This is an optimization exercise on Yosys and OpenROAD, whose aim is small area and a short achievable clock period, not a production implementation.
The RTL was checked by simulation tests, not by an equivalence proof against the original design.
In every run shown here, the design's own scripts or RTL, not TritonCTS, make the clock network.
The clock input has no modelled driver; a real chip could not lean on it and would need a root buffer or a full tree.

==> flow/design.v <==
module sigma_delta_ADC(
    input clk,
    input reset,
    input [23:0] analog_in,
    output [32:0] digital_out
);
wire [12*9-1:0] lo_all;   
wire [12*9-1:0] hi_all;
wire [8-1:0] f;           
wire [8-1:1] f_n;         
reg [12-1:0] in_hi;        
reg [8-1:1] fcp;          
reg [8-1:0] dout;         
assign lo_all[12-1:0] = analog_in[12-1:0];
assign hi_all[12-1:0] = in_hi;
genvar k;
generate for (k = 1; k <= 8; k = k + 1) begin : integ
    reg [12-1:0] lo;    
    reg [12-1:0] hi;    
    reg          cy;    
    wire [12-1:0] lo_n;
    wire [12-1:0] hi_n;
    wire cy_n;
    if (k == 1) begin : first
        add_lo1 u_lo(.a(lo), .b(lo_all[12*(k-1) +: 12]), .ci(f[(k-1)*8/8]), .s(lo_n), .co(cy_n));
    end else begin : rest
        add_lo u_lo(.a(lo), .b(lo_all[12*(k-1) +: 12]), .ci(f[(k-1)*8/8]), .s(lo_n), .co(cy_n));
    end
    if (k == 8) begin : last
        add_hi8 u_hi(.a(hi), .b(hi_all[12*(k-1) +: 12]), .ci(cy), .s(hi_n), .st(f_n[8-1:1]));
    end else begin : mid
        add_hi u_hi(.a(hi), .b(hi_all[12*(k-1) +: 12]), .ci(cy), .s(hi_n));
    end
    always @(posedge clk or posedge reset) begin
        if (reset) begin
            lo <= 0;
            hi <= 0;
            cy <= 1'b0;
        end else begin
            lo <= lo_n;
            cy <= cy_n;
            hi <= hi_n;
        end
    end
    assign lo_all[12*k +: 12] = lo;
    assign hi_all[12*k +: 12] = hi;
end endgenerate
assign f = {fcp[8-1:1], hi_all[12*8 + 12-1]};
always @(posedge clk or posedge reset) begin
    if (reset) begin
        in_hi <= 0;
        fcp <= 0;
        dout <= 0;
    end else begin
        in_hi <= analog_in[23:12];
        fcp <= f_n;
        dout <= f;
    end
end
assign digital_out = {1'b0, dout[7], dout[7], dout[7], dout[6], dout[6], dout[6], dout[5], dout[5], dout[5], dout[4], dout[4], dout[4], dout[3], dout[3], dout[3], dout[2], dout[2], dout[2], dout[1], dout[1], dout[1], dout[0], dout[0], dout[0], 8'b0};
endmodule
module add_lo1(input [11:0] a, input [11:0] b, input ci, output [11:0] s, output co);
wire n1;
g_nand2 u1(.a(a[0]), .b(b[0]), .y(n1));
wire n2;
g_nor2 u2(.a(a[0]), .b(b[0]), .y(n2));
wire n3;
g_nor2b u3(.a(n2), .b_n(n1), .y(n3));
wire n4;
g_nand2 u4(.a(a[1]), .b(b[1]), .y(n4));
wire n5;
g_nor2 u5(.a(a[1]), .b(b[1]), .y(n5));
wire n6;
g_nor2b u6(.a(n5), .b_n(n4), .y(n6));
wire n7;
g_nand2 u7(.a(a[2]), .b(b[2]), .y(n7));
wire n8;
g_nor2 u8(.a(a[2]), .b(b[2]), .y(n8));
wire n9;
g_nor2b u9(.a(n8), .b_n(n7), .y(n9));
wire n10;
g_nand2 u10(.a(a[3]), .b(b[3]), .y(n10));
wire n11;
g_nor2 u11(.a(a[3]), .b(b[3]), .y(n11));
wire n12;
g_nor2b u12(.a(n11), .b_n(n10), .y(n12));
wire n13;
g_nand2 u13(.a(a[4]), .b(b[4]), .y(n13));
wire n14;
g_nor2 u14(.a(a[4]), .b(b[4]), .y(n14));
wire n15;
g_nor2b u15(.a(n14), .b_n(n13), .y(n15));
wire n16;
g_nand2 u16(.a(a[5]), .b(b[5]), .y(n16));
wire n17;
g_nor2 u17(.a(a[5]), .b(b[5]), .y(n17));
wire n18;
g_nor2b u18(.a(n17), .b_n(n16), .y(n18));
wire n19;
g_nand2 u19(.a(a[6]), .b(b[6]), .y(n19));
wire n20;
g_nor2 u20(.a(a[6]), .b(b[6]), .y(n20));
wire n21;
g_nor2b u21(.a(n20), .b_n(n19), .y(n21));
wire n22;
g_nand2 u22(.a(a[7]), .b(b[7]), .y(n22));
wire n23;
g_nor2 u23(.a(a[7]), .b(b[7]), .y(n23));
wire n24;
g_nor2b u24(.a(n23), .b_n(n22), .y(n24));
wire n25;
g_nand2 u25(.a(a[8]), .b(b[8]), .y(n25));
wire n26;
g_nor2 u26(.a(a[8]), .b(b[8]), .y(n26));
wire n27;
g_nor2b u27(.a(n26), .b_n(n25), .y(n27));
wire n28;
g_nand2 u28(.a(a[9]), .b(b[9]), .y(n28));
wire n29;
g_nor2 u29(.a(a[9]), .b(b[9]), .y(n29));
wire n30;
g_nor2b u30(.a(n29), .b_n(n28), .y(n30));
wire n31;
g_nand2 u31(.a(a[10]), .b(b[10]), .y(n31));
wire n32;
g_nor2 u32(.a(a[10]), .b(b[10]), .y(n32));
wire n33;
g_nor2b u33(.a(n32), .b_n(n31), .y(n33));
wire n34;
g_nand2 u34(.a(a[11]), .b(b[11]), .y(n34));
wire n35;
g_nor2 u35(.a(a[11]), .b(b[11]), .y(n35));
wire n36;
g_nor2b u36(.a(n35), .b_n(n34), .y(n36));
wire n37;
g_inv u37(.a(ci), .y(n37));
wire n38;
g_oai21 u38(.a1(n2), .a2(n37), .b1(n1), .y(n38));
wire n39;
g_oai21 u39(.a1(n5), .a2(n1), .b1(n4), .y(n39));
wire n40;
g_nor2 u40(.a(n5), .b(n2), .y(n40));
wire n41;
g_oai21 u41(.a1(n8), .a2(n4), .b1(n7), .y(n41));
wire n42;
g_nor2 u42(.a(n8), .b(n5), .y(n42));
wire n43;
g_oai21 u43(.a1(n11), .a2(n7), .b1(n10), .y(n43));
wire n44;
g_nor2 u44(.a(n11), .b(n8), .y(n44));
wire n45;
g_oai21 u45(.a1(n14), .a2(n10), .b1(n13), .y(n45));
wire n46;
g_nor2 u46(.a(n14), .b(n11), .y(n46));
wire n47;
g_oai21 u47(.a1(n17), .a2(n13), .b1(n16), .y(n47));
wire n48;
g_nor2 u48(.a(n17), .b(n14), .y(n48));
wire n49;
g_oai21 u49(.a1(n20), .a2(n16), .b1(n19), .y(n49));
wire n50;
g_nor2 u50(.a(n20), .b(n17), .y(n50));
wire n51;
g_oai21 u51(.a1(n23), .a2(n19), .b1(n22), .y(n51));
wire n52;
g_nor2 u52(.a(n23), .b(n20), .y(n52));
wire n53;
g_oai21 u53(.a1(n26), .a2(n22), .b1(n25), .y(n53));
wire n54;
g_nor2 u54(.a(n26), .b(n23), .y(n54));
wire n55;
g_oai21 u55(.a1(n29), .a2(n25), .b1(n28), .y(n55));
wire n56;
g_nor2 u56(.a(n29), .b(n26), .y(n56));
wire n57;
g_oai21 u57(.a1(n32), .a2(n28), .b1(n31), .y(n57));
wire n58;
g_nor2 u58(.a(n32), .b(n29), .y(n58));
wire n59;
g_oai21 u59(.a1(n35), .a2(n31), .b1(n34), .y(n59));
wire n60;
g_nor2 u60(.a(n35), .b(n32), .y(n60));
wire n61;
g_aoi21 u61(.a1(n40), .a2(ci), .b1(n39), .y(n61));
wire n62;
g_aoi21 u62(.a1(n42), .a2(n38), .b1(n41), .y(n62));
wire n63;
g_aoi21 u63(.a1(n44), .a2(n39), .b1(n43), .y(n63));
wire n64;
g_nand2 u64(.a(n44), .b(n40), .y(n64));
wire n65;
g_aoi21 u65(.a1(n46), .a2(n41), .b1(n45), .y(n65));
wire n66;
g_nand2 u66(.a(n46), .b(n42), .y(n66));
wire n67;
g_aoi21 u67(.a1(n48), .a2(n43), .b1(n47), .y(n67));
wire n68;
g_nand2 u68(.a(n48), .b(n44), .y(n68));
wire n69;
g_aoi21 u69(.a1(n50), .a2(n45), .b1(n49), .y(n69));
wire n70;
g_nand2 u70(.a(n50), .b(n46), .y(n70));
wire n71;
g_aoi21 u71(.a1(n52), .a2(n47), .b1(n51), .y(n71));
wire n72;
g_nand2 u72(.a(n52), .b(n48), .y(n72));
wire n73;
g_aoi21 u73(.a1(n54), .a2(n49), .b1(n53), .y(n73));
wire n74;
g_nand2 u74(.a(n54), .b(n50), .y(n74));
wire n75;
g_aoi21 u75(.a1(n56), .a2(n51), .b1(n55), .y(n75));
wire n76;
g_nand2 u76(.a(n56), .b(n52), .y(n76));
wire n77;
g_aoi21 u77(.a1(n58), .a2(n53), .b1(n57), .y(n77));
wire n78;
g_nand2 u78(.a(n58), .b(n54), .y(n78));
wire n79;
g_aoi21 u79(.a1(n60), .a2(n55), .b1(n59), .y(n79));
wire n80;
g_nand2 u80(.a(n60), .b(n56), .y(n80));
wire n81;
g_oai21 u81(.a1(n64), .a2(n37), .b1(n63), .y(n81));
wire n82;
g_inv u82(.a(n38), .y(n82));
wire n83;
g_oai21 u83(.a1(n66), .a2(n82), .b1(n65), .y(n83));
wire n84;
g_oai21 u84(.a1(n68), .a2(n61), .b1(n67), .y(n84));
wire n85;
g_oai21 u85(.a1(n70), .a2(n62), .b1(n69), .y(n85));
wire n86;
g_oai21 u86(.a1(n72), .a2(n63), .b1(n71), .y(n86));
wire n87;
g_nor2 u87(.a(n72), .b(n64), .y(n87));
wire n88;
g_oai21 u88(.a1(n74), .a2(n65), .b1(n73), .y(n88));
wire n89;
g_nor2 u89(.a(n74), .b(n66), .y(n89));
wire n90;
g_oai21 u90(.a1(n76), .a2(n67), .b1(n75), .y(n90));
wire n91;
g_nor2 u91(.a(n76), .b(n68), .y(n91));
wire n92;
g_oai21 u92(.a1(n78), .a2(n69), .b1(n77), .y(n92));
wire n93;
g_nor2 u93(.a(n78), .b(n70), .y(n93));
wire n94;
g_oai21 u94(.a1(n80), .a2(n71), .b1(n79), .y(n94));
wire n95;
g_nor2 u95(.a(n80), .b(n72), .y(n95));
wire n96;
g_aoi21 u96(.a1(n87), .a2(ci), .b1(n86), .y(n96));
wire n97;
g_aoi21 u97(.a1(n89), .a2(n38), .b1(n88), .y(n97));
wire n98;
g_inv u98(.a(n61), .y(n98));
wire n99;
g_aoi21 u99(.a1(n91), .a2(n98), .b1(n90), .y(n99));
wire n100;
g_inv u100(.a(n62), .y(n100));
wire n101;
g_aoi21 u101(.a1(n93), .a2(n100), .b1(n92), .y(n101));
wire n102;
g_aoi21 u102(.a1(n95), .a2(n81), .b1(n94), .y(n102));
g_xor2 u103(.a(n3), .b(ci), .y(s[0]));
g_xor2 u104(.a(n6), .b(n38), .y(s[1]));
g_xor2 u105(.a(n9), .b(n98), .y(s[2]));
g_xor2 u106(.a(n12), .b(n100), .y(s[3]));
g_xor2 u107(.a(n15), .b(n81), .y(s[4]));
g_xor2 u108(.a(n18), .b(n83), .y(s[5]));
g_xor2 u109(.a(n21), .b(n84), .y(s[6]));
g_xor2 u110(.a(n24), .b(n85), .y(s[7]));
g_xnor2 u111(.a(n27), .b(n96), .y(s[8]));
g_xnor2 u112(.a(n30), .b(n97), .y(s[9]));
g_xnor2 u113(.a(n33), .b(n99), .y(s[10]));
g_xnor2 u114(.a(n36), .b(n101), .y(s[11]));
g_inv u115(.a(n102), .y(co));
endmodule
module add_lo(input [11:0] a, input [11:0] b, input ci, output [11:0] s, output co);
wire n1;
g_nand2 u1(.a(a[0]), .b(b[0]), .y(n1));
wire n2;
g_nor2 u2(.a(a[0]), .b(b[0]), .y(n2));
wire n3;
g_nor2b u3(.a(n2), .b_n(n1), .y(n3));
wire n4;
g_nand2 u4(.a(a[1]), .b(b[1]), .y(n4));
wire n5;
g_nor2 u5(.a(a[1]), .b(b[1]), .y(n5));
wire n6;
g_nor2b u6(.a(n5), .b_n(n4), .y(n6));
wire n7;
g_nand2 u7(.a(a[2]), .b(b[2]), .y(n7));
wire n8;
g_nor2 u8(.a(a[2]), .b(b[2]), .y(n8));
wire n9;
g_nor2b u9(.a(n8), .b_n(n7), .y(n9));
wire n10;
g_nand2 u10(.a(a[3]), .b(b[3]), .y(n10));
wire n11;
g_nor2 u11(.a(a[3]), .b(b[3]), .y(n11));
wire n12;
g_nor2b u12(.a(n11), .b_n(n10), .y(n12));
wire n13;
g_nand2 u13(.a(a[4]), .b(b[4]), .y(n13));
wire n14;
g_nor2 u14(.a(a[4]), .b(b[4]), .y(n14));
wire n15;
g_nor2b u15(.a(n14), .b_n(n13), .y(n15));
wire n16;
g_nand2 u16(.a(a[5]), .b(b[5]), .y(n16));
wire n17;
g_nor2 u17(.a(a[5]), .b(b[5]), .y(n17));
wire n18;
g_nor2b u18(.a(n17), .b_n(n16), .y(n18));
wire n19;
g_nand2 u19(.a(a[6]), .b(b[6]), .y(n19));
wire n20;
g_nor2 u20(.a(a[6]), .b(b[6]), .y(n20));
wire n21;
g_nor2b u21(.a(n20), .b_n(n19), .y(n21));
wire n22;
g_nand2 u22(.a(a[7]), .b(b[7]), .y(n22));
wire n23;
g_nor2 u23(.a(a[7]), .b(b[7]), .y(n23));
wire n24;
g_nor2b u24(.a(n23), .b_n(n22), .y(n24));
wire n25;
g_nand2 u25(.a(a[8]), .b(b[8]), .y(n25));
wire n26;
g_nor2 u26(.a(a[8]), .b(b[8]), .y(n26));
wire n27;
g_nor2b u27(.a(n26), .b_n(n25), .y(n27));
wire n28;
g_nand2 u28(.a(a[9]), .b(b[9]), .y(n28));
wire n29;
g_nor2 u29(.a(a[9]), .b(b[9]), .y(n29));
wire n30;
g_nor2b u30(.a(n29), .b_n(n28), .y(n30));
wire n31;
g_nand2 u31(.a(a[10]), .b(b[10]), .y(n31));
wire n32;
g_nor2 u32(.a(a[10]), .b(b[10]), .y(n32));
wire n33;
g_nor2b u33(.a(n32), .b_n(n31), .y(n33));
wire n34;
g_nand2 u34(.a(a[11]), .b(b[11]), .y(n34));
wire n35;
g_nor2 u35(.a(a[11]), .b(b[11]), .y(n35));
wire n36;
g_nor2b u36(.a(n35), .b_n(n34), .y(n36));
wire n37;
g_inv u37(.a(ci), .y(n37));
wire n38;
g_oai21 u38(.a1(n2), .a2(n37), .b1(n1), .y(n38));
wire n39;
g_oai21 u39(.a1(n8), .a2(n4), .b1(n7), .y(n39));
wire n40;
g_nor2 u40(.a(n8), .b(n5), .y(n40));
wire n41;
g_oai21 u41(.a1(n14), .a2(n10), .b1(n13), .y(n41));
wire n42;
g_nor2 u42(.a(n14), .b(n11), .y(n42));
wire n43;
g_oai21 u43(.a1(n20), .a2(n16), .b1(n19), .y(n43));
wire n44;
g_nor2 u44(.a(n20), .b(n17), .y(n44));
wire n45;
g_oai21 u45(.a1(n26), .a2(n22), .b1(n25), .y(n45));
wire n46;
g_nor2 u46(.a(n26), .b(n23), .y(n46));
wire n47;
g_oai21 u47(.a1(n32), .a2(n28), .b1(n31), .y(n47));
wire n48;
g_nor2 u48(.a(n32), .b(n29), .y(n48));
wire n49;
g_inv u49(.a(n38), .y(n49));
wire n50;
g_oai21 u50(.a1(n5), .a2(n49), .b1(n4), .y(n50));
wire n51;
g_aoi21 u51(.a1(n40), .a2(n38), .b1(n39), .y(n51));
wire n52;
g_inv u52(.a(n17), .y(n52));
wire n53;
g_inv u53(.a(n16), .y(n53));
wire n54;
g_aoi21 u54(.a1(n52), .a2(n41), .b1(n53), .y(n54));
wire n55;
g_nand2 u55(.a(n52), .b(n42), .y(n55));
wire n56;
g_aoi21 u56(.a1(n44), .a2(n41), .b1(n43), .y(n56));
wire n57;
g_nand2 u57(.a(n44), .b(n42), .y(n57));
wire n58;
g_inv u58(.a(n29), .y(n58));
wire n59;
g_inv u59(.a(n28), .y(n59));
wire n60;
g_aoi21 u60(.a1(n58), .a2(n45), .b1(n59), .y(n60));
wire n61;
g_nand2 u61(.a(n58), .b(n46), .y(n61));
wire n62;
g_aoi21 u62(.a1(n48), .a2(n45), .b1(n47), .y(n62));
wire n63;
g_nand2 u63(.a(n48), .b(n46), .y(n63));
wire n64;
g_oai21 u64(.a1(n11), .a2(n51), .b1(n10), .y(n64));
wire n65;
g_inv u65(.a(n51), .y(n65));
wire n66;
g_aoi21 u66(.a1(n42), .a2(n65), .b1(n41), .y(n66));
wire n67;
g_oai21 u67(.a1(n55), .a2(n51), .b1(n54), .y(n67));
wire n68;
g_oai21 u68(.a1(n57), .a2(n51), .b1(n56), .y(n68));
wire n69;
g_oai21 u69(.a1(n35), .a2(n62), .b1(n34), .y(n69));
wire n70;
g_nor2 u70(.a(n35), .b(n63), .y(n70));
wire n71;
g_inv u71(.a(n68), .y(n71));
wire n72;
g_oai21 u72(.a1(n23), .a2(n71), .b1(n22), .y(n72));
wire n73;
g_aoi21 u73(.a1(n46), .a2(n68), .b1(n45), .y(n73));
wire n74;
g_oai21 u74(.a1(n61), .a2(n71), .b1(n60), .y(n74));
wire n75;
g_oai21 u75(.a1(n63), .a2(n71), .b1(n62), .y(n75));
wire n76;
g_aoi21 u76(.a1(n70), .a2(n68), .b1(n69), .y(n76));
g_xor2 u77(.a(n3), .b(ci), .y(s[0]));
g_xor2 u78(.a(n6), .b(n38), .y(s[1]));
g_xor2 u79(.a(n9), .b(n50), .y(s[2]));
g_xor2 u80(.a(n12), .b(n65), .y(s[3]));
g_xor2 u81(.a(n15), .b(n64), .y(s[4]));
g_xnor2 u82(.a(n18), .b(n66), .y(s[5]));
g_xor2 u83(.a(n21), .b(n67), .y(s[6]));
g_xor2 u84(.a(n24), .b(n68), .y(s[7]));
g_xor2 u85(.a(n27), .b(n72), .y(s[8]));
g_xnor2 u86(.a(n30), .b(n73), .y(s[9]));
g_xor2 u87(.a(n33), .b(n74), .y(s[10]));
g_xor2 u88(.a(n36), .b(n75), .y(s[11]));
g_inv u89(.a(n76), .y(co));
endmodule
module add_hi(input [11:0] a, input [11:0] b, input ci, output [11:0] s);
wire n1;
g_nand2 u1(.a(a[0]), .b(b[0]), .y(n1));
wire n2;
g_nor2 u2(.a(a[0]), .b(b[0]), .y(n2));
wire n3;
g_nor2b u3(.a(n2), .b_n(n1), .y(n3));
wire n4;
g_nand2 u4(.a(a[1]), .b(b[1]), .y(n4));
wire n5;
g_nor2 u5(.a(a[1]), .b(b[1]), .y(n5));
wire n6;
g_nor2b u6(.a(n5), .b_n(n4), .y(n6));
wire n7;
g_nand2 u7(.a(a[2]), .b(b[2]), .y(n7));
wire n8;
g_nor2 u8(.a(a[2]), .b(b[2]), .y(n8));
wire n9;
g_nor2b u9(.a(n8), .b_n(n7), .y(n9));
wire n10;
g_nand2 u10(.a(a[3]), .b(b[3]), .y(n10));
wire n11;
g_nor2 u11(.a(a[3]), .b(b[3]), .y(n11));
wire n12;
g_nor2b u12(.a(n11), .b_n(n10), .y(n12));
wire n13;
g_nand2 u13(.a(a[4]), .b(b[4]), .y(n13));
wire n14;
g_nor2 u14(.a(a[4]), .b(b[4]), .y(n14));
wire n15;
g_nor2b u15(.a(n14), .b_n(n13), .y(n15));
wire n16;
g_nand2 u16(.a(a[5]), .b(b[5]), .y(n16));
wire n17;
g_nor2 u17(.a(a[5]), .b(b[5]), .y(n17));
wire n18;
g_nor2b u18(.a(n17), .b_n(n16), .y(n18));
wire n19;
g_nand2 u19(.a(a[6]), .b(b[6]), .y(n19));
wire n20;
g_nor2 u20(.a(a[6]), .b(b[6]), .y(n20));
wire n21;
g_nor2b u21(.a(n20), .b_n(n19), .y(n21));
wire n22;
g_nand2 u22(.a(a[7]), .b(b[7]), .y(n22));
wire n23;
g_nor2 u23(.a(a[7]), .b(b[7]), .y(n23));
wire n24;
g_nor2b u24(.a(n23), .b_n(n22), .y(n24));
wire n25;
g_nand2 u25(.a(a[8]), .b(b[8]), .y(n25));
wire n26;
g_nor2 u26(.a(a[8]), .b(b[8]), .y(n26));
wire n27;
g_nor2b u27(.a(n26), .b_n(n25), .y(n27));
wire n28;
g_nand2 u28(.a(a[9]), .b(b[9]), .y(n28));
wire n29;
g_nor2 u29(.a(a[9]), .b(b[9]), .y(n29));
wire n30;
g_nor2b u30(.a(n29), .b_n(n28), .y(n30));
wire n31;
g_nand2 u31(.a(a[10]), .b(b[10]), .y(n31));
wire n32;
g_nor2 u32(.a(a[10]), .b(b[10]), .y(n32));
wire n33;
g_nor2b u33(.a(n32), .b_n(n31), .y(n33));
wire n34;
g_xor2 u34(.a(a[11]), .b(b[11]), .y(n34));
wire n35;
g_inv u35(.a(ci), .y(n35));
wire n36;
g_oai21 u36(.a1(n2), .a2(n35), .b1(n1), .y(n36));
wire n37;
g_oai21 u37(.a1(n8), .a2(n4), .b1(n7), .y(n37));
wire n38;
g_nor2 u38(.a(n8), .b(n5), .y(n38));
wire n39;
g_oai21 u39(.a1(n14), .a2(n10), .b1(n13), .y(n39));
wire n40;
g_nor2 u40(.a(n14), .b(n11), .y(n40));
wire n41;
g_oai21 u41(.a1(n20), .a2(n16), .b1(n19), .y(n41));
wire n42;
g_nor2 u42(.a(n20), .b(n17), .y(n42));
wire n43;
g_oai21 u43(.a1(n26), .a2(n22), .b1(n25), .y(n43));
wire n44;
g_nor2 u44(.a(n26), .b(n23), .y(n44));
wire n45;
g_oai21 u45(.a1(n32), .a2(n28), .b1(n31), .y(n45));
wire n46;
g_nor2 u46(.a(n32), .b(n29), .y(n46));
wire n47;
g_inv u47(.a(n36), .y(n47));
wire n48;
g_oai21 u48(.a1(n5), .a2(n47), .b1(n4), .y(n48));
wire n49;
g_aoi21 u49(.a1(n38), .a2(n36), .b1(n37), .y(n49));
wire n50;
g_inv u50(.a(n39), .y(n50));
wire n51;
g_oai21 u51(.a1(n17), .a2(n50), .b1(n16), .y(n51));
wire n52;
g_inv u52(.a(n40), .y(n52));
wire n53;
g_nor2 u53(.a(n17), .b(n52), .y(n53));
wire n54;
g_aoi21 u54(.a1(n42), .a2(n39), .b1(n41), .y(n54));
wire n55;
g_nand2 u55(.a(n42), .b(n40), .y(n55));
wire n56;
g_inv u56(.a(n29), .y(n56));
wire n57;
g_inv u57(.a(n28), .y(n57));
wire n58;
g_aoi21 u58(.a1(n56), .a2(n43), .b1(n57), .y(n58));
wire n59;
g_nand2 u59(.a(n56), .b(n44), .y(n59));
wire n60;
g_aoi21 u60(.a1(n46), .a2(n43), .b1(n45), .y(n60));
wire n61;
g_nand2 u61(.a(n46), .b(n44), .y(n61));
wire n62;
g_oai21 u62(.a1(n11), .a2(n49), .b1(n10), .y(n62));
wire n63;
g_inv u63(.a(n49), .y(n63));
wire n64;
g_aoi21 u64(.a1(n40), .a2(n63), .b1(n39), .y(n64));
wire n65;
g_aoi21 u65(.a1(n53), .a2(n63), .b1(n51), .y(n65));
wire n66;
g_oai21 u66(.a1(n55), .a2(n49), .b1(n54), .y(n66));
wire n67;
g_inv u67(.a(n66), .y(n67));
wire n68;
g_oai21 u68(.a1(n23), .a2(n67), .b1(n22), .y(n68));
wire n69;
g_aoi21 u69(.a1(n44), .a2(n66), .b1(n43), .y(n69));
wire n70;
g_oai21 u70(.a1(n59), .a2(n67), .b1(n58), .y(n70));
wire n71;
g_oai21 u71(.a1(n61), .a2(n67), .b1(n60), .y(n71));
g_xor2 u72(.a(n3), .b(ci), .y(s[0]));
g_xor2 u73(.a(n6), .b(n36), .y(s[1]));
g_xor2 u74(.a(n9), .b(n48), .y(s[2]));
g_xor2 u75(.a(n12), .b(n63), .y(s[3]));
g_xor2 u76(.a(n15), .b(n62), .y(s[4]));
g_xnor2 u77(.a(n18), .b(n64), .y(s[5]));
g_xnor2 u78(.a(n21), .b(n65), .y(s[6]));
g_xor2 u79(.a(n24), .b(n66), .y(s[7]));
g_xor2 u80(.a(n27), .b(n68), .y(s[8]));
g_xnor2 u81(.a(n30), .b(n69), .y(s[9]));
g_xor2 u82(.a(n33), .b(n70), .y(s[10]));
g_xor2 u83(.a(n34), .b(n71), .y(s[11]));
endmodule
module add_hi8(input [11:0] a, input [11:0] b, input ci, output [11:0] s, output [6:0] st);
wire n1;
g_nand2 u1(.a(a[0]), .b(b[0]), .y(n1));
wire n2;
g_nor2 u2(.a(a[0]), .b(b[0]), .y(n2));
wire n3;
g_nor2b u3(.a(n2), .b_n(n1), .y(n3));
wire n4;
g_nand2 u4(.a(a[1]), .b(b[1]), .y(n4));
wire n5;
g_nor2 u5(.a(a[1]), .b(b[1]), .y(n5));
wire n6;
g_nor2b u6(.a(n5), .b_n(n4), .y(n6));
wire n7;
g_nand2 u7(.a(a[2]), .b(b[2]), .y(n7));
wire n8;
g_nor2 u8(.a(a[2]), .b(b[2]), .y(n8));
wire n9;
g_nor2b u9(.a(n8), .b_n(n7), .y(n9));
wire n10;
g_nand2 u10(.a(a[3]), .b(b[3]), .y(n10));
wire n11;
g_nor2 u11(.a(a[3]), .b(b[3]), .y(n11));
wire n12;
g_nor2b u12(.a(n11), .b_n(n10), .y(n12));
wire n13;
g_nand2 u13(.a(a[4]), .b(b[4]), .y(n13));
wire n14;
g_nor2 u14(.a(a[4]), .b(b[4]), .y(n14));
wire n15;
g_nor2b u15(.a(n14), .b_n(n13), .y(n15));
wire n16;
g_nand2 u16(.a(a[5]), .b(b[5]), .y(n16));
wire n17;
g_nor2 u17(.a(a[5]), .b(b[5]), .y(n17));
wire n18;
g_nor2b u18(.a(n17), .b_n(n16), .y(n18));
wire n19;
g_nand2 u19(.a(a[6]), .b(b[6]), .y(n19));
wire n20;
g_nor2 u20(.a(a[6]), .b(b[6]), .y(n20));
wire n21;
g_nor2b u21(.a(n20), .b_n(n19), .y(n21));
wire n22;
g_nand2 u22(.a(a[7]), .b(b[7]), .y(n22));
wire n23;
g_nor2 u23(.a(a[7]), .b(b[7]), .y(n23));
wire n24;
g_nor2b u24(.a(n23), .b_n(n22), .y(n24));
wire n25;
g_nand2 u25(.a(a[8]), .b(b[8]), .y(n25));
wire n26;
g_nor2 u26(.a(a[8]), .b(b[8]), .y(n26));
wire n27;
g_nor2b u27(.a(n26), .b_n(n25), .y(n27));
wire n28;
g_nand2 u28(.a(a[9]), .b(b[9]), .y(n28));
wire n29;
g_nor2 u29(.a(a[9]), .b(b[9]), .y(n29));
wire n30;
g_nor2b u30(.a(n29), .b_n(n28), .y(n30));
wire n31;
g_nand2 u31(.a(a[10]), .b(b[10]), .y(n31));
wire n32;
g_nor2 u32(.a(a[10]), .b(b[10]), .y(n32));
wire n33;
g_nor2b u33(.a(n32), .b_n(n31), .y(n33));
wire n34;
g_xor2 u34(.a(a[11]), .b(b[11]), .y(n34));
wire n35;
g_inv u35(.a(ci), .y(n35));
wire n36;
g_oai21 u36(.a1(n2), .a2(n35), .b1(n1), .y(n36));
wire n37;
g_oai21 u37(.a1(n8), .a2(n4), .b1(n7), .y(n37));
wire n38;
g_nor2 u38(.a(n8), .b(n5), .y(n38));
wire n39;
g_oai21 u39(.a1(n14), .a2(n10), .b1(n13), .y(n39));
wire n40;
g_nor2 u40(.a(n14), .b(n11), .y(n40));
wire n41;
g_oai21 u41(.a1(n20), .a2(n16), .b1(n19), .y(n41));
wire n42;
g_nor2 u42(.a(n20), .b(n17), .y(n42));
wire n43;
g_oai21 u43(.a1(n26), .a2(n22), .b1(n25), .y(n43));
wire n44;
g_nor2 u44(.a(n26), .b(n23), .y(n44));
wire n45;
g_oai21 u45(.a1(n32), .a2(n28), .b1(n31), .y(n45));
wire n46;
g_nor2 u46(.a(n32), .b(n29), .y(n46));
wire n47;
g_inv u47(.a(n36), .y(n47));
wire n48;
g_oai21 u48(.a1(n5), .a2(n47), .b1(n4), .y(n48));
wire n49;
g_aoi21 u49(.a1(n38), .a2(n36), .b1(n37), .y(n49));
wire n50;
g_inv u50(.a(n39), .y(n50));
wire n51;
g_oai21 u51(.a1(n17), .a2(n50), .b1(n16), .y(n51));
wire n52;
g_inv u52(.a(n40), .y(n52));
wire n53;
g_nor2 u53(.a(n17), .b(n52), .y(n53));
wire n54;
g_aoi21 u54(.a1(n42), .a2(n39), .b1(n41), .y(n54));
wire n55;
g_nand2 u55(.a(n42), .b(n40), .y(n55));
wire n56;
g_inv u56(.a(n29), .y(n56));
wire n57;
g_inv u57(.a(n28), .y(n57));
wire n58;
g_aoi21 u58(.a1(n56), .a2(n43), .b1(n57), .y(n58));
wire n59;
g_nand2 u59(.a(n56), .b(n44), .y(n59));
wire n60;
g_aoi21 u60(.a1(n46), .a2(n43), .b1(n45), .y(n60));
wire n61;
g_nand2 u61(.a(n46), .b(n44), .y(n61));
wire n62;
g_oai21 u62(.a1(n11), .a2(n49), .b1(n10), .y(n62));
wire n63;
g_inv u63(.a(n49), .y(n63));
wire n64;
g_aoi21 u64(.a1(n40), .a2(n63), .b1(n39), .y(n64));
wire n65;
g_aoi21 u65(.a1(n53), .a2(n63), .b1(n51), .y(n65));
wire n66;
g_oai21 u66(.a1(n55), .a2(n49), .b1(n54), .y(n66));
wire n67;
g_inv u67(.a(n66), .y(n67));
wire n68;
g_oai21 u68(.a1(n23), .a2(n67), .b1(n22), .y(n68));
wire n69;
g_aoi21 u69(.a1(n44), .a2(n66), .b1(n43), .y(n69));
wire n70;
g_oai21 u70(.a1(n59), .a2(n67), .b1(n58), .y(n70));
wire n71;
g_oai21 u71(.a1(n61), .a2(n67), .b1(n60), .y(n71));
g_xor2 u72(.a(n3), .b(ci), .y(s[0]));
g_xor2 u73(.a(n6), .b(n36), .y(s[1]));
g_xor2 u74(.a(n9), .b(n48), .y(s[2]));
g_xor2 u75(.a(n12), .b(n63), .y(s[3]));
g_xor2 u76(.a(n15), .b(n62), .y(s[4]));
g_xnor2 u77(.a(n18), .b(n64), .y(s[5]));
g_xnor2 u78(.a(n21), .b(n65), .y(s[6]));
g_xor2 u79(.a(n24), .b(n66), .y(s[7]));
g_xor2 u80(.a(n27), .b(n68), .y(s[8]));
g_xnor2 u81(.a(n30), .b(n69), .y(s[9]));
g_xor2 u82(.a(n33), .b(n70), .y(s[10]));
g_xor2 u83(.a(n34), .b(n71), .y(s[11]));
g_xor2 u84(.a(n34), .b(n71), .y(st[0]));
g_xor2 u85(.a(n34), .b(n71), .y(st[1]));
g_xor2 u86(.a(n34), .b(n71), .y(st[2]));
g_xor2 u87(.a(n34), .b(n71), .y(st[3]));
g_xor2 u88(.a(n34), .b(n71), .y(st[4]));
g_xor2 u89(.a(n34), .b(n71), .y(st[5]));
g_xor2 u90(.a(n34), .b(n71), .y(st[6]));
endmodule
module g_inv(input a, output y);            assign y = ~a;              endmodule
module g_nand2(input a, input b, output y); assign y = ~(a & b);        endmodule
module g_nor2(input a, input b, output y);  assign y = ~(a | b);        endmodule
module g_and2(input a, input b, output y);  assign y = a & b;           endmodule
module g_nor2b(input a, input b_n, output y); assign y = ~(a | ~b_n);   endmodule
module g_or2(input a, input b, output y);   assign y = a | b;           endmodule
module g_xor2(input a, input b, output y);  assign y = a ^ b;           endmodule
module g_xnor2(input a, input b, output y); assign y = ~(a ^ b);        endmodule
module g_aoi21(input a1, input a2, input b1, output y); assign y = ~((a1 & a2) | b1); endmodule
module g_oai21(input a1, input a2, input b1, output y); assign y = ~((a1 | a2) & b1); endmodule
==> flow/flow/run.sh <==
#!/bin/bash
# The standard layout (the standard.sh: its synthesis, floorplan, power grid,
# placement, CTS, routing), with two hooks:
#  - after floorplan, flow/downsize.tcl sets every combinational cell to drive
#    strength 1 (the repair steps that follow size up what timing needs);
#  - after CTS, flow/clock_tree.tcl rebuilds the clock tree as two balanced
#    buffer levels (the port drives CT_ROOTS root buffers, which drive CT_LEAVES
#    leaf buffers at k-means centres of the flip-flops).
# The make output goes to make.log; each ORFS step's tool output is in orfs/logs/.
set -euo pipefail
here=$(pwd)
export CT_ROOTS=4
export CT_LEAVES=12
bash standard.sh POST_FLOORPLAN_TCL="$here/flow/downsize.tcl" POST_CTS_TCL="$here/flow/clock_tree.tcl" \
  CT_ROOTS=$CT_ROOTS CT_LEAVES=$CT_LEAVES finish > "$here/make.log" 2>&1
==> flow/flow/clock_tree.tcl <==
# Rebuild the clock tree after CTS as two balanced levels: the clock port drives
# ROOTS root buffers, each driving its share of LEAVES leaf buffers placed at the
# centres of k-means clusters of the flip-flops. Every flip-flop is one leaf level
# below the port, so the tree stays balanced; it only has fewer levels than
# TritonCTS builds.
set nleaves [expr {[info exists ::env(CT_LEAVES)] ? $::env(CT_LEAVES) : 8}]
set nroots  [expr {[info exists ::env(CT_ROOTS)] ? $::env(CT_ROOTS) : 1}]
set leafcell [expr {[info exists ::env(CT_LEAF_CELL)] ? $::env(CT_LEAF_CELL) : "sky130_fd_sc_hd__clkbuf_16"}]
set rootcell [expr {[info exists ::env(CT_ROOT_CELL)] ? $::env(CT_ROOT_CELL) : "sky130_fd_sc_hd__clkbuf_16"}]

set block [ord::get_db_block]
set db [ord::get_db]
set clk_bterm [$block findBTerm clk]
set clk_net [$clk_bterm getNet]

# walk the existing tree from the port: buffers to delete, register clock pins to keep
set sinks {}
set bufs {}
set todo [list $clk_net]
while {[llength $todo]} {
  set net [lindex $todo 0]
  set todo [lrange $todo 1 end]
  foreach it [$net getITerms] {
    if {![$it isInputSignal]} { continue }
    set inst [$it getInst]
    set master [$inst getMaster]
    if {[$master isSequential]} {
      lappend sinks $it
      continue
    }
    # a buffer of the old tree, or a dummy load CTS added for balance: remove it
    set m [$master getName]
    if {![string match "*buf*" $m] && ![string match "*inv*" $m]} { error "unexpected cell in clock tree: [$inst getName] $m" }
    lappend bufs $inst
    foreach o [$inst getITerms] {
      if {[$o isOutputSignal] && [$o getNet] ne "NULL"} {
        if {[string match "*inv*" $m] && [llength [[$o getNet] getITerms]] > 1} { error "inverter in clock tree: [$inst getName]" }
        lappend todo [$o getNet]
      }
    }
  }
}
puts "clock_tree: [llength $sinks] sinks, removing [llength $bufs] buffers"

# remove the old buffers and their output nets
foreach inst $bufs {
  foreach it [$inst getITerms] {
    set n [$it getNet]
    if {$n eq "NULL"} { continue }
    if {[$it isOutputSignal]} {
      foreach s [$n getITerms] { $s disconnect }
      odb::dbNet_destroy $n
    } else {
      $it disconnect
    }
  }
  odb::dbInst_destroy $inst
}
foreach s $sinks { if {[$s getNet] ne "NULL"} { $s disconnect } }

# k-means on the sink locations
set pts {}
foreach s $sinks {
  set b [[$s getInst] getBBox]
  lappend pts [list [expr {([$b xMin] + [$b xMax]) / 2.0}] [expr {([$b yMin] + [$b yMax]) / 2.0}]]
}
proc kmeans {pts k iters} {
  set n [llength $pts]
  set sorted [lsort -real -index 0 $pts]
  set cents {}
  # seed: spread along a space-filling order (sort by x, then stripes by y)
  for {set i 0} {$i < $k} {incr i} {
    lappend cents [lindex $sorted [expr {int(($i + 0.5) * $n / $k)}]]
  }
  set asg {}
  for {set it 0} {$it < $iters} {incr it} {
    set asg {}
    foreach p $pts {
      set best 0; set bd 1e30
      for {set c 0} {$c < $k} {incr c} {
        set cc [lindex $cents $c]
        set d [expr {pow([lindex $p 0]-[lindex $cc 0],2) + pow([lindex $p 1]-[lindex $cc 1],2)}]
        if {$d < $bd} { set bd $d; set best $c }
      }
      lappend asg $best
    }
    set sx {}; set sy {}; set cnt {}
    for {set c 0} {$c < $k} {incr c} { lappend sx 0.0; lappend sy 0.0; lappend cnt 0 }
    foreach p $pts a $asg {
      lset sx $a [expr {[lindex $sx $a] + [lindex $p 0]}]
      lset sy $a [expr {[lindex $sy $a] + [lindex $p 1]}]
      lset cnt $a [expr {[lindex $cnt $a] + 1}]
    }
    for {set c 0} {$c < $k} {incr c} {
      if {[lindex $cnt $c] > 0} {
        lset cents $c [list [expr {[lindex $sx $c] / [lindex $cnt $c]}] [expr {[lindex $sy $c] / [lindex $cnt $c]}]]
      }
    }
  }
  return [list $cents $asg]
}
lassign [kmeans $pts $nleaves 30] lcents lasg
set lcentpts {}
foreach c $lcents { lappend lcentpts $c }
if {$nroots > 1} {
  lassign [kmeans $lcentpts $nroots 30] rcents rasg
} else {
  set sx 0; set sy 0
  foreach c $lcents { set sx [expr {$sx + [lindex $c 0]}]; set sy [expr {$sy + [lindex $c 1]}] }
  set rcents [list [list [expr {$sx / $nleaves}] [expr {$sy / $nleaves}]]]
  set rasg {}
  foreach c $lcents { lappend rasg 0 }
}

set lm [$db findMaster $leafcell]
set rm [$db findMaster $rootcell]
proc place_at {inst x y} {
  $inst setLocation [expr {int($x)}] [expr {int($y)}]
  $inst setPlacementStatus PLACED
}
set roots {}
for {set r 0} {$r < $nroots} {incr r} {
  set inst [odb::dbInst_create $block $rm "ctroot_$r"]
  set net [odb::dbNet_create $block "ctroot_net_$r"]
  $net setSigType CLOCK
  [$inst findITerm A] connect $clk_net
  [$inst findITerm X] connect $net
  set c [lindex $rcents $r]
  place_at $inst [lindex $c 0] [lindex $c 1]
  lappend roots $net
}
for {set l 0} {$l < $nleaves} {incr l} {
  set inst [odb::dbInst_create $block $lm "ctleaf_$l"]
  set net [odb::dbNet_create $block "ctleaf_net_$l"]
  $net setSigType CLOCK
  [$inst findITerm A] connect [lindex $roots [lindex $rasg $l]]
  [$inst findITerm X] connect $net
  set c [lindex $lcents $l]
  place_at $inst [lindex $c 0] [lindex $c 1]
  set leafnet($l) $net
}
foreach s $sinks a $lasg { $s connect $leafnet($a) }
$clk_net setSigType CLOCK

detailed_placement
check_placement -verbose
estimate_parasitics -placement
set_propagated_clock [all_clocks]
report_clock_skew
report_clock_latency

# Size down cells that have slack to spare against a tighter clock (RECOVER_TP ns),
# then put the design's clock back. Only the optimisation target changes; the
# constraints the layout is written and signed off with are the design's.
if {[info exists ::env(RECOVER_TP)] && $::env(RECOVER_TP) > 0} {
  set sdcf $::env(RESULTS_DIR)/4_cts_in.sdc
  write_sdc -no_timestamp $sdcf
  set f [open $sdcf]; set t [read $f]; close $f
  regsub -- {-period\s+[0-9.]+} $t "-period $::env(RECOVER_TP)" t2
  set f [open $::env(RESULTS_DIR)/4_cts_tight.sdc w]; puts $f $t2; close $f
  read_sdc $::env(RESULTS_DIR)/4_cts_tight.sdc
  set_propagated_clock [all_clocks]
  estimate_parasitics -placement
  puts "clock_tree: recover at $::env(RECOVER_TP) ns, worst slack [worst_slack -max]"
  repair_timing -recover_power 100
  puts "clock_tree: after recover, worst slack [worst_slack -max]"
  read_sdc $sdcf
  set_propagated_clock [all_clocks]
  estimate_parasitics -placement
  detailed_placement
  check_placement -verbose
  puts "clock_tree: restored clock, worst slack [worst_slack -max]"
}
puts "clock_tree: done"
==> flow/flow/downsize.tcl <==
# After floorplan: set every combinational cell to drive strength 1. Synthesis maps
# each one-gate module on its own and often picks a strong variant; the later
# repair steps size up only the cells that timing needs.
set db [ord::get_db]
set n 0
foreach inst [[ord::get_db_block] getInsts] {
  set m [$inst getMaster]
  if {[$m isSequential]} { continue }
  if {[regexp {^(sky130_fd_sc_hd__[a-z0-9]+)_([0-9]+)$} [$m getName] -> base drive] && $drive > 1} {
    set nm [$db findMaster ${base}_1]
    if {$nm ne "NULL"} {
      $inst swapMaster $nm
      incr n
    }
  }
}
puts "downsize: $n cells set to drive strength 1"
==> flow/standard.sh <==
#!/bin/bash
# synth_recipe.tcl (not shown) runs the flow's synth.tcl, then flattens the netlist and writes it again
# the make line also repeats each setting of config.mk as NAME=value (left out here)
make -C /OpenROAD-flow-scripts/flow DESIGN_CONFIG=/design/flow/config.mk WORK_HOME=/design/flow/orfs CLKGATE_MAP_FILE= SYNTH_SCRIPT=/design/flow/synth_recipe.tcl "${@:-finish}"
==> flow/config.mk <==
export PLATFORM = sky130hd
export DESIGN_NAME = sigma_delta_ADC
export DESIGN_NICKNAME = sigma_delta_ADC
export VERILOG_FILES = /design/flow/design.v
export SDC_FILE = /design/flow/constraint.sdc
export NUM_CORES = 4
export LEC_CHECK = 0
export CAP_MARGIN = 20
export CORE_MARGIN = 2
export CORE_UTILIZATION = 40
export SETUP_SLACK_MARGIN = 2.3
export SLEW_MARGIN = 20
export SYNTH_HIERARCHICAL = 1
export SYNTH_MINIMUM_KEEP_SIZE = 0
==> flow/constraint.sdc <==
create_clock -name core_clock -period 4.0 [get_ports {clk}]
set_input_delay 0.8000 -clock core_clock [delete_from_list [all_inputs] [get_ports {clk}]]
set_output_delay 0.8000 -clock core_clock [all_outputs]
set_load 0.01 [all_outputs]
==> flow_summary.toml, run 1 <==
[cts]
clk_pin_slew_ns = 0.09
clkSinkCount = 227
clock_insertion_delay_worst_skew_ns = 0.33

[global_route]
groute.usage.overall_pct = 13.2
globalRoute.totalOverflow = 0
grt_start_max_net_pins = 116
first_global_vias = 9865
grt_antenna_before_repair = 0
first_pass_grt_wire_length_um = 43400

[placement]
gpl.final_weighted_congestion = 0.874
detailed_place_hpwl_um = 18100
numPortBuffers = 49
post-place-ws_ns = 1.64

[yosys]
synth.distinct_cells = 11
post_synth_instance_area_sq_um = 15000
synthesis.area_per_instance_sq_um = 9.00
ys_seq_elements = 227
syn_inst = 1663
synth_sequential_area_ratio_pct = 38.0
synth.yosys.warnings = 7

[timing]
finClkSkew_ns = 0.0547
post-route-min-period_ns = 1.65
report.final.setup_viol = 0
finalMaxSlewViolations = 0
slew-limit-headroom_pct = 42.3
rsz_0062_raised_after_global_routing = "yes"
totalNegativeSetupSlack_ns = 0
fmax_ghz = 0.605
timing.final.hold_violations = 0
setup_slack_after_layout_ns = 2.35
tightest_pin_transition_ns = 0.862
timing.final.crit_share_pct = 41.3

[die]
effective_utilization_at_floorplan_pct = 40.8
chipWidth_um = 197
ios = 59
row_count = 70
placeableCoreArea_sq_um = 36700
die_area_sq_um = 39000
die_h_um = 197

[critical_path]
critical_path.startpoint_type = "register"
worst_setup_path_startpoint = "integ[6].hi[0]"
critical_path.reg2reg.endpoint = "integ[6].hi[9]"
path_max_fanout = 4
timing.reg2reg.setup_slack_ns = 2.35
worst-endpoint-arrival_ns = 1.86
worst-endpoint-required_ns = 4.21
timing.rr.start = "integ[6].hi[0]"
worst-setup-path-type = "reg -> reg"
worstSetupEndpointType = "register"
worst_r2r_path_depth = 8

[min_path]
hold_start = "integ[7].cy"
min_to = "integ[7].hi[0]"
holdPathStages = 1
hold_path_class = "reg -> reg"

[run_status]
status = "finished clean"

[routing]
post-route-drc-count = 0
drtIter0Drc = 462
total_iterations_of_the_first_detailed_routing_run = 5
drt-total-wl_um = 26500
viasPerCell = 4.75
wl_per_cell_um = 11.9
drtAntennaViolNets = 0
vias = 10500

[cells_and_area]
drive_above_1_share_pct = 13.5
antenna_cells = 0
areaGrowthSynthToFinish_pct = 2.97
final_nets = 1777

[flow_run]
count_of_maximum_capacitance_violations = 0
==> logic make-up after synthesis <==
kind of cell	synth area share, %
AOI/OAI and AO/OA	15.0
other	0.0251
and+or+nand+nor	30.3
xor gates and xnor gates	12.1
buffers and inverters	4.59
DFF	38.0
==> placed cells by master, fill, tap and decap left out, types with 9 or more instances in the layout <==
master	instances
o21ai_4	16
dlymetal6s2s_1	12
nand2_1	238
conb_1	9
dfrtp_1	220
clkbuf_16	17
nor2_4	16
o21ai_2	38
nor2_1	240
xor2_1	165
xnor2_1	42
inv_1	126
buf_4	32
nor2b_1	184
nor2_2	34
a21oi_1	95
buf_2	24
clkdlybuf4s50_1	13
o21ai_1	169
a21oi_2	27
==> cell usage after synthesis, drive strengths merged <==
library cell / number / area, sq um
buf: 25 / 188
inv: 133 / 499
xnor2: 42 / 368
nand2: 245 / 920
xor2: 165 / 1450
nor2b: 184 / 2530
o21ai: 223 / 1120
dfrtp: 227 / 5680
a21oi: 128 / 1120
nor2: 290 / 1090
conb: 1 / 3.75
==> registers in the layout, summed over array words and instances, names as in the netlist <==
signal	cells
integ.hi	96
fcp	7
dout	8
integ.cy	8
integ.lo	96
in_hi	12
==> per-layer routing <==
| metal | up-vias | global-route usage [%] | part of all wire [%] |
|---|---|---|---|
| li1 | 5444 | - | - |
| met5 | - | 0 | 0 |
| met1 | 4887 | 17.0 | 47 |
| met3 | 41 | 1.59 | 2.7 |
| met4 | 0 | 3.68 | 2.4 |
| met2 | 151 | 23.1 | 48 |
==> worst max-delay path, stage by stage (launching register included) <==
cell and delay [ns]:
dfrtp_1 0.43, buf_4 0.15, nand2_1 0.11, o21ai_4 0.10
a21oi_4 0.21, o21ai_2 0.11, buf_4 0.15, a21oi_1 0.15
xnor2_1 0.13
==> worst max-delay path by stage <==
stage | end | slack, ns | cells past startpoint
2_1_floorplan | dout[0] | 0.23 | 1
6_report | integ[6].hi[9] | 2.35 | 8
3_5_place_dp | fcp[4] | 1.64 | 7
5_1_grt | integ[6].hi[11] | 2.23 | 8
3_3_place_gp | fcp[1] | 1.68 | 7
==> final cells by class <==
cell class	instances	area, sq um
Fill cell	3538	21300
Multi-Input combinational cell	1286	7480
Sequential cell	227	5690
Timing Repair Buffer	87	751
Tap cell	468	586
Inverter	133	503
Buffer	16	400
==> modules after synthesis (local to each module, per instance), excerpt <==
| module | flip-flops and latches | cells |
|---|---|---|
| sigma_delta_ADC | 227 | 254 |
| g_nor2b | 0 | 1 |
| g_xor2 | 0 | 1 |
| g_oai21 | 0 | 1 |
| g_nor2 | 0 | 1 |
| g_nand2 | 0 | 1 |
==> through the flow <==
step / cell area, sq um / hold slack (ns) / util, % / std cells
floorplan: 15000 / 0.392 / - / 1671
global placement: 14100 / 0.425 / 38.3 / 2166
global route: 15400 / 0.439 / 42.0 / 2217
detailed placement: 14100 / 0.412 / 38.3 / 2166
finish: 15400 / 0.429 / 42.0 / 2217
==> inputs of run 2 (changes only) <==
--- a/flow/flow/run.sh
+++ b/flow/flow/run.sh
@@ -6,10 +6,13 @@
 #  - after CTS, flow/clock_tree.tcl rebuilds the clock tree as two balanced
 #    buffer levels (the port drives CT_ROOTS root buffers, which drive CT_LEAVES
 #    leaf buffers at k-means centres of the flip-flops).
+# Port buffers are buf_2 (the standard flow's buffer_ports with -buffer_cell);
+# the repair steps size up the ones on critical paths.
 # The make output goes to make.log; each ORFS step's tool output is in orfs/logs/.
 set -euo pipefail
 here=$(pwd)
 export CT_ROOTS=4
 export CT_LEAVES=12
 bash standard.sh POST_FLOORPLAN_TCL="$here/flow/downsize.tcl" POST_CTS_TCL="$here/flow/clock_tree.tcl" \
+  "BUFFER_PORTS_ARGS=-buffer_cell sky130_fd_sc_hd__buf_2" \
   CT_ROOTS=$CT_ROOTS CT_LEAVES=$CT_LEAVES finish > "$here/make.log" 2>&1
==> run 2 against run 1 <==
Effect of this change:
- still clean on timing, DRC and antenna
- first-iteration DRC count down 5.2%
- register-to-register slack better by 0.04 ns
- clock skew decreased by 0.030 ns
- maximum frequency about the same
- die area stayed put
- area after synthesis did not move
- via count fell by 2.3%
- critical endpoint is now integ[1].lo[11]
- highest routed layer unchanged
==> flow_summary.toml, run 2 <==
[timing]
finalMaxSlewViolations = 0
hold_ws_ns = 0.432
slew-limit-headroom_pct = 35.9
rsz_0062_raised_after_global_routing = "yes"
tightest_pin_transition_ns = 0.958
fmax_ghz = 0.606
timing.final.crit_share_pct = 41.3
finClkSkew_ns = 0.0244
post-route-min-period_ns = 1.65
timing.final.hold_violations = 0
totalNegativeSetupSlack_ns = 0
report.final.setup_viol = 0

[critical_path]
critical_path.startpoint_type = "input port"
worstSetupEndpointType = "register"
worst-endpoint-arrival_ns = 1.89
worst-setup-path-type = "in -> reg"
worst-endpoint-required_ns = 4.24
path_max_fanout = 4

[routing]
drt-total-wl_um = 25300
vias = 10300
viasPerCell = 4.66
post-route-drc-count = 0
drtAntennaViolNets = 0
drtIter0Drc = 438
wl_per_cell_um = 11.5
total_iterations_of_the_first_detailed_routing_run = 5

[cts]
clkSinkCount = 227
clk_pin_slew_ns = 0.10
clock_insertion_delay_worst_skew_ns = 0.31

[cells_and_area]
final_core_util_pct = 40.3
reg.largest.list = "integ.hi x96, integ.lo x96, in_hi x12"
final_nets = 1767
drive_above_1_share_pct = 10.7
areaGrowthSynthToFinish_pct = -1.15
layout.cells.most_common = "nor2_1"
antenna_cells = 0
highest_count_cells_in_the_layout_ignoring_fill_and_taps = "nor2_1 (262), nand2_1 (245), dfrtp_1 (224)"
layout.filler_cells = 3643

[yosys]
syn_inst = 1663
synth.distinct_cells = 11
synthesis.area_per_instance_sq_um = 9.00
async_reset_ff_share_pct = 100
post_synth_instance_area_sq_um = 15000
synth_sequential_area_ratio_pct = 38.0
edff_count_synth = 0
synth_top_area_share_pct = 38.0
netlist.top_cell.by_area = "dfrtp_1"
synth_flop_cell = "dfrtp_1"
most_instantiated_cells_after_synthesis = "nor2_1 (290), nand2_1 (245), dfrtp_1 (227)"
ys_seq_elements = 227
synth.most_common_cell = "nor2_1"
ys_top_cells_by_area = "dfrtp_1 (38%), nor2b_4 (17%), xor2_1 (9.7%), a21oi_2 (7.5%), o21ai_1 (7.5%)"
synth.yosys.warnings = 7

[placement]
numPortBuffers = 49
gpl.final_weighted_congestion = 0.803
detailed_place_hpwl_um = 18100

[die]
effective_utilization_at_floorplan_pct = 40.8
ios = 59
die_h_um = 197
row_count = 70
chipWidth_um = 197
placeableCoreArea_sq_um = 36700
die_area_sq_um = 39000

[global_route]
first_pass_grt_wire_length_um = 43400
globalRoute.totalOverflow = 0
grt_start_max_net_pins = 144
groute.usage.overall_pct = 13.1
first_global_vias = 9790
grt_antenna_before_repair = 0

[run_status]
status = "finished clean"

[min_path]
hold_path_class = "reg -> reg"

[flow_run]
count_of_maximum_capacitance_violations = 0
==> run 2: layout make-up <==
class | instances | area [sq um] | share of cell area [%]
Multi-Input combinational cell | 1286 | 7120 | 48.2
Sequential cell | 227 | 5680 | 38.4
Tap cell | 468 | 586 | 3.96
Inverter | 133 | 503 | 3.40
Timing Repair Buffer | 77 | 493 | 3.33
Buffer | 16 | 400 | 2.71
==> run 2: metrics by stage <==
step / worst slack [ns] / cells / instance area, sq um
finish: 2.35 / 2207 / 14800
global route: 2.26 / 2207 / 14800
detailed placement: 1.55 / 2165 / 13800
global placement: 1.68 / 2165 / 13800
floorplan: 0.234 / 1671 / 15000
==> run 2: logic make-up (layout without fill, tap and decap cells) <==
| logic type | after synthesis | after routing | synth area share [%] |
|---|---|---|---|
| DFF | 227 | 227 | 38.0 |
| xor gates and xnor gates | 207 | 207 | 12.1 |
| buffers and inverters | 158 | 226 | 4.59 |
| AOI/OAI and AO/OA | 351 | 351 | 15.0 |
| and+or+nand+nor | 719 | 719 | 30.3 |
| other | 1 | 9 | 0.0251 |
==> run 2: final timing paths <==
| check | start | slack, ns | to | cells after the start |
|---|---|---|---|---|
| max reg2reg | integ[7].hi[0] | 2.39 | fcp[2] | 8 |
| min | fcp[3] | 0.43 | dout[3] | 0 |
| min in group asynchronous | reset | 0.66 | integ[4].hi[9] | 3 |
| max | analog_in[0] | 2.35 | integ[1].lo[11] | 7 |
| min reg2reg | fcp[3] | 0.43 | dout[3] | 0 |
| max in group asynchronous | reset | 2.63 | integ[1].lo[3] | 3 |
==> run 2: layer usage <==
metal	track usage (%)	part of all wire [%]	up-vias
met1	16.9	47	4721
met3	1.66	2.5	23
met4	2.45	1.3	0
met2	23.6	49	106
met5	0	0	-
li1	-	-	5431
==> run 2: critical path, stage by stage <==
cell	delay (ns)
buf_2	0.11
nor2_1	0.19
o21ai_1	0.18
a21oi_2	0.19
inv_1	0.09
a21oi_1	0.19
xnor2_1	0.13
==> run 2: per-module statistics from Yosys, one instance, submodules excluded, a selection <==
module	flip-flops and latches	cell area [sq um]	cells inside	copies in the design
g_oai21	0	5.00	1	223
g_aoi21	0	8.76	1	128
g_xor2	0	8.76	1	165
g_nor2b	0	13.8	1	184
g_inv	0	3.75	1	132
g_xnor2	0	8.76	1	42
g_nor2	0	3.75	1	290
==> inputs of run 3 (changes only) <==
--- a/flow/flow/run.sh
+++ b/flow/flow/run.sh
@@ -6,7 +6,7 @@
 #  - after CTS, flow/clock_tree.tcl rebuilds the clock tree as two balanced
 #    buffer levels (the port drives CT_ROOTS root buffers, which drive CT_LEAVES
 #    leaf buffers at k-means centres of the flip-flops).
-# Port buffers are buf_2 (the standard flow's buffer_ports with -buffer_cell);
+# Port buffers are buf_1 (the standard flow's buffer_ports with -buffer_cell);
 # the repair steps size up the ones on critical paths.
 # The make output goes to make.log; each ORFS step's tool output is in orfs/logs/.
 set -euo pipefail
@@ -14,5 +14,5 @@
 export CT_ROOTS=4
 export CT_LEAVES=12
 bash standard.sh POST_FLOORPLAN_TCL="$here/flow/downsize.tcl" POST_CTS_TCL="$here/flow/clock_tree.tcl" \
-  "BUFFER_PORTS_ARGS=-buffer_cell sky130_fd_sc_hd__buf_2" \
+  "BUFFER_PORTS_ARGS=-buffer_cell sky130_fd_sc_hd__buf_1" \
   CT_ROOTS=$CT_ROOTS CT_LEAVES=$CT_LEAVES finish > "$here/make.log" 2>&1
==> run 3 against run 2 <==
Effect of this change:
- cell count fell by 0.18%
- register-to-register slack got worse by 0.03 ns
- critical path depth rose by 1
- flip-flop and latch count did not move
- worst setup slack improved by 0.016 ns
- sequential share of layout area rose by 0.23 points
- critical endpoint is now fcp[7]
==> flow_summary.toml, run 3 <==
[run_status]
status = "finished clean"

[yosys]
yosys.area_share.xor_xnor_pct = 12.1
synth.distinct_cells = 11
synth_sequential_area_ratio_pct = 38.0
synth_compound_gate_area_share_pct = 15.0
syn_inst = 1663
synth.yosys.warnings = 7
netlist.top_cell.by_area = "dfrtp_1"
synth_mux_area_share_pct = 0
most_instantiated_cells_after_synthesis = "nor2_1 (290), nand2_1 (245), dfrtp_1 (227)"
post_synth_instance_area_sq_um = 15000
async_reset_ff_share_pct = 100
synth_top_area_share_pct = 38.0
edff_count_synth = 0
synth.most_common_cell = "nor2_1"
ys_seq_elements = 227
yosys.area_share.adder_pct = 0
ys_top_cells_by_area = "dfrtp_1 (38%), nor2b_4 (17%), xor2_1 (9.7%), a21oi_2 (7.5%), o21ai_1 (7.5%)"
synthesis.area_per_instance_sq_um = 9.00
synth_top_family_by_area = "simple AND/OR/NAND/NOR gates"
synth_flop_cell = "dfrtp_1"
post_synthesis_share_of_cell_area_spent_on_and_or_nand_and_nor_gates_pct = 30.3

[timing]
report.final.setup_viol = 0
rsz_0062_raised_after_global_routing = "yes"
finClkSkew_ns = 0.0752
finalMaxSlewViolations = 0
tightest_pin_transition_ns = 0.877
timing.final.crit_share_pct = 40.9
fmax_ghz = 0.612
timing.final.hold_violations = 0
totalNegativeSetupSlack_ns = 0
slew-limit-headroom_pct = 41.3
post-route-min-period_ns = 1.64
setup_slack_after_layout_ns = 2.36

[global_route]
first_global_vias = 9695
globalRoute.totalOverflow = 0
first_pass_grt_wire_length_um = 43100
groute.usage.overall_pct = 13.1
grt_antenna_before_repair = 0
grt_start_max_net_pins = 67

[min_path]
hold_path_class = "reg -> reg"

[critical_path]
critical-path-top-cell-by-count = "o21ai_2"
worstPathCellList = "nor2_2 -> o21ai_2 -> a21oi_2 -> o21ai_2 -> inv_2 -> o21ai_4 -> buf_12 -> xor2_1"
path_max_fanout = 8
cpPeakStageDelay_ns = 0.43
worst_path_dominant_cell_family = "compound AO/OA/AOI/OAI gates"
slowest_stage = "dfrtp_1"
worst-endpoint-required_ns = 4.10
worst_r2r_path_depth = 8
worst_setup_path_startpoint = "integ[7].hi[0]"
crit_cells = 8
worst-setup-path-type = "reg -> reg"
timing.reg2reg.setup_slack_ns = 2.36
buf_inv_stages_crit_path = 2
timing.rr.start = "integ[7].hi[0]"
endpoint = "fcp[7]"
critical_path.startpoint_type = "register"
critical_path.reg2reg.endpoint = "fcp[7]"
worstSetupEndpointType = "register"
worst-endpoint-arrival_ns = 1.74

[placement]
detailed_place_hpwl_um = 18200
gpl.final_weighted_congestion = 0.795
numPortBuffers = 49
post-place-ws_ns = 1.59

[routing]
viasPerCell = 4.67
drt-met1-wl_um = 11900
met3RoutedLength_um = 631
wl_per_cell_um = 11.4
post-route-drc-count = 0
drtIter0Drc = 482
drtAntennaViolNets = 0
drt-total-wl_um = 25200
route.met2.wl_um = 12300
total_iterations_of_the_first_detailed_routing_run = 5
top_signal_layer_used = "met4"
vias = 10300

[die]
effective_utilization_at_floorplan_pct = 40.8
chipWidth_um = 197
placeableCoreArea_sq_um = 36700
ios = 59
die_area_sq_um = 39000
row_count = 70
die_h_um = 197

[cells_and_area]
drive_above_1_share_pct = 7.61
reg.largest.list = "integ.hi x96, integ.lo x96, in_hi x12"
antenna_cells = 0
layout.cells.most_common = "nor2_1"
layout.filler_cells = 3611
final_nets = 1763
highest_count_cells_in_the_layout_ignoring_fill_and_taps = "nor2_1 (265), nand2_1 (244), dfrtp_1 (226)"
areaGrowthSynthToFinish_pct = -1.77

[cts]
clkSinkCount = 227
clk_pin_slew_ns = 0.08
clock_insertion_delay_worst_skew_ns = 0.33

[flow_run]
count_of_maximum_capacitance_violations = 0
## run 3: cell counts after synthesis
Identical to the previous run, type by type.
## run 3: how the worst min path moves through the flow
stage	depth (start not counted)	to	slack, ns	start
6_report	0	dout[3]	0.42	fcp[3]
5_1_grt	0	dout[2]	0.44	fcp[2]
3_3_place_gp	0	dout[3]	0.42	fcp[3]
3_5_place_dp	0	dout[3]	0.40	fcp[3]
2_1_floorplan	0	dout[1]	0.39	fcp[1]
## run 3: final cells by class
class | count | area (sq um) | area share (%)
multi-input cells | 1286 | 7110 | 48.4
flip-flops and latches | 227 | 5680 | 38.7
well taps | 468 | 586 | 3.98
inverters | 133 | 503 | 3.42
repair buffers | 73 | 414 | 2.82
plain buffers | 16 | 400 | 2.72
## run 3: cell families after synthesis
logic type	count (synthesis)
buf+inv	158
other cells	1
xor+xnor	207
flops	227
simple gates	719
compound gates	351
## run 3: per-layer routing
layer	vias up	global-route usage [%]
met5	-	0
met4	0	3.17
met3	28	1.83
met2	100	23.1
met1	4740	17.0
li1	5424	-
## run 3: modules after synthesis (local to each module, per instance), a selection
module / flops+latches / times used
sigma_delta_ADC: 227 / 1
g_inv: 0 / 132
g_nor2b: 0 / 184
g_xor2: 0 / 165
g_nand2: 0 / 245
g_nor2: 0 / 290
g_oai21: 0 / 223
## run 3: worst register-to-register path, cell delays in order (launching register included)
cell and delay [ns]:
dfrtp_1 0.43, nor2_2 0.13, o21ai_2 0.09, a21oi_2 0.20, o21ai_2 0.10, inv_2 0.10
o21ai_4 0.07, buf_12 0.15, xor2_1 0.17
## run 3: metrics by stage
| step | area (sq um) | util (%) | instances | hold WS, ns |
|---|---|---|---|---|
| 3_5_place_dp | 13800 | 37.6 | 2167 | 0.405 |
| 5_1_grt | 14700 | 40.0 | 2203 | 0.438 |
| 3_3_place_gp | 13800 | 37.6 | 2167 | 0.418 |
| 2_1_floorplan | 15000 | - | 1671 | 0.392 |
| 6_report | 14700 | 40.0 | 2203 | 0.421 |

-- static timing again, ports no longer ideal --
How much do the figures lean on ideal ports? The routed layouts below were timed once more, with nothing changed but the port constraints.
Step 1 sets driving cells, clkbuf_16 on the clock port and buf_2 on the other inputs (assumed; they add their load-dependent delay and slew).
Step 2 moves the port delays by t, midway between the first and last clock arrival at a register: inputs arrive t later, outputs are due t later. That takes back most of the time a late clock gives input paths.
Three values: ideal ports, drivers, drivers and shift; two values: the first two.
run	t (ns)	setup slack, ns	latest minus earliest clock arrival (ns)
run 1	0.404	2.348 / 2.267 / 2.022	0.059 / 0.059
run 2	0.392	2.349 / 2.262 / 2.036	0.024 / 0.025
run 3	0.386	2.365 / 2.285 / 2.099	0.078 / 0.077
After both steps every run listed still meets setup and hold. The setup slack of run 1, which loses most, moves by -0.081 ns with the drivers and by -0.326 ns with both steps. Setup slack includes reset recovery checks.
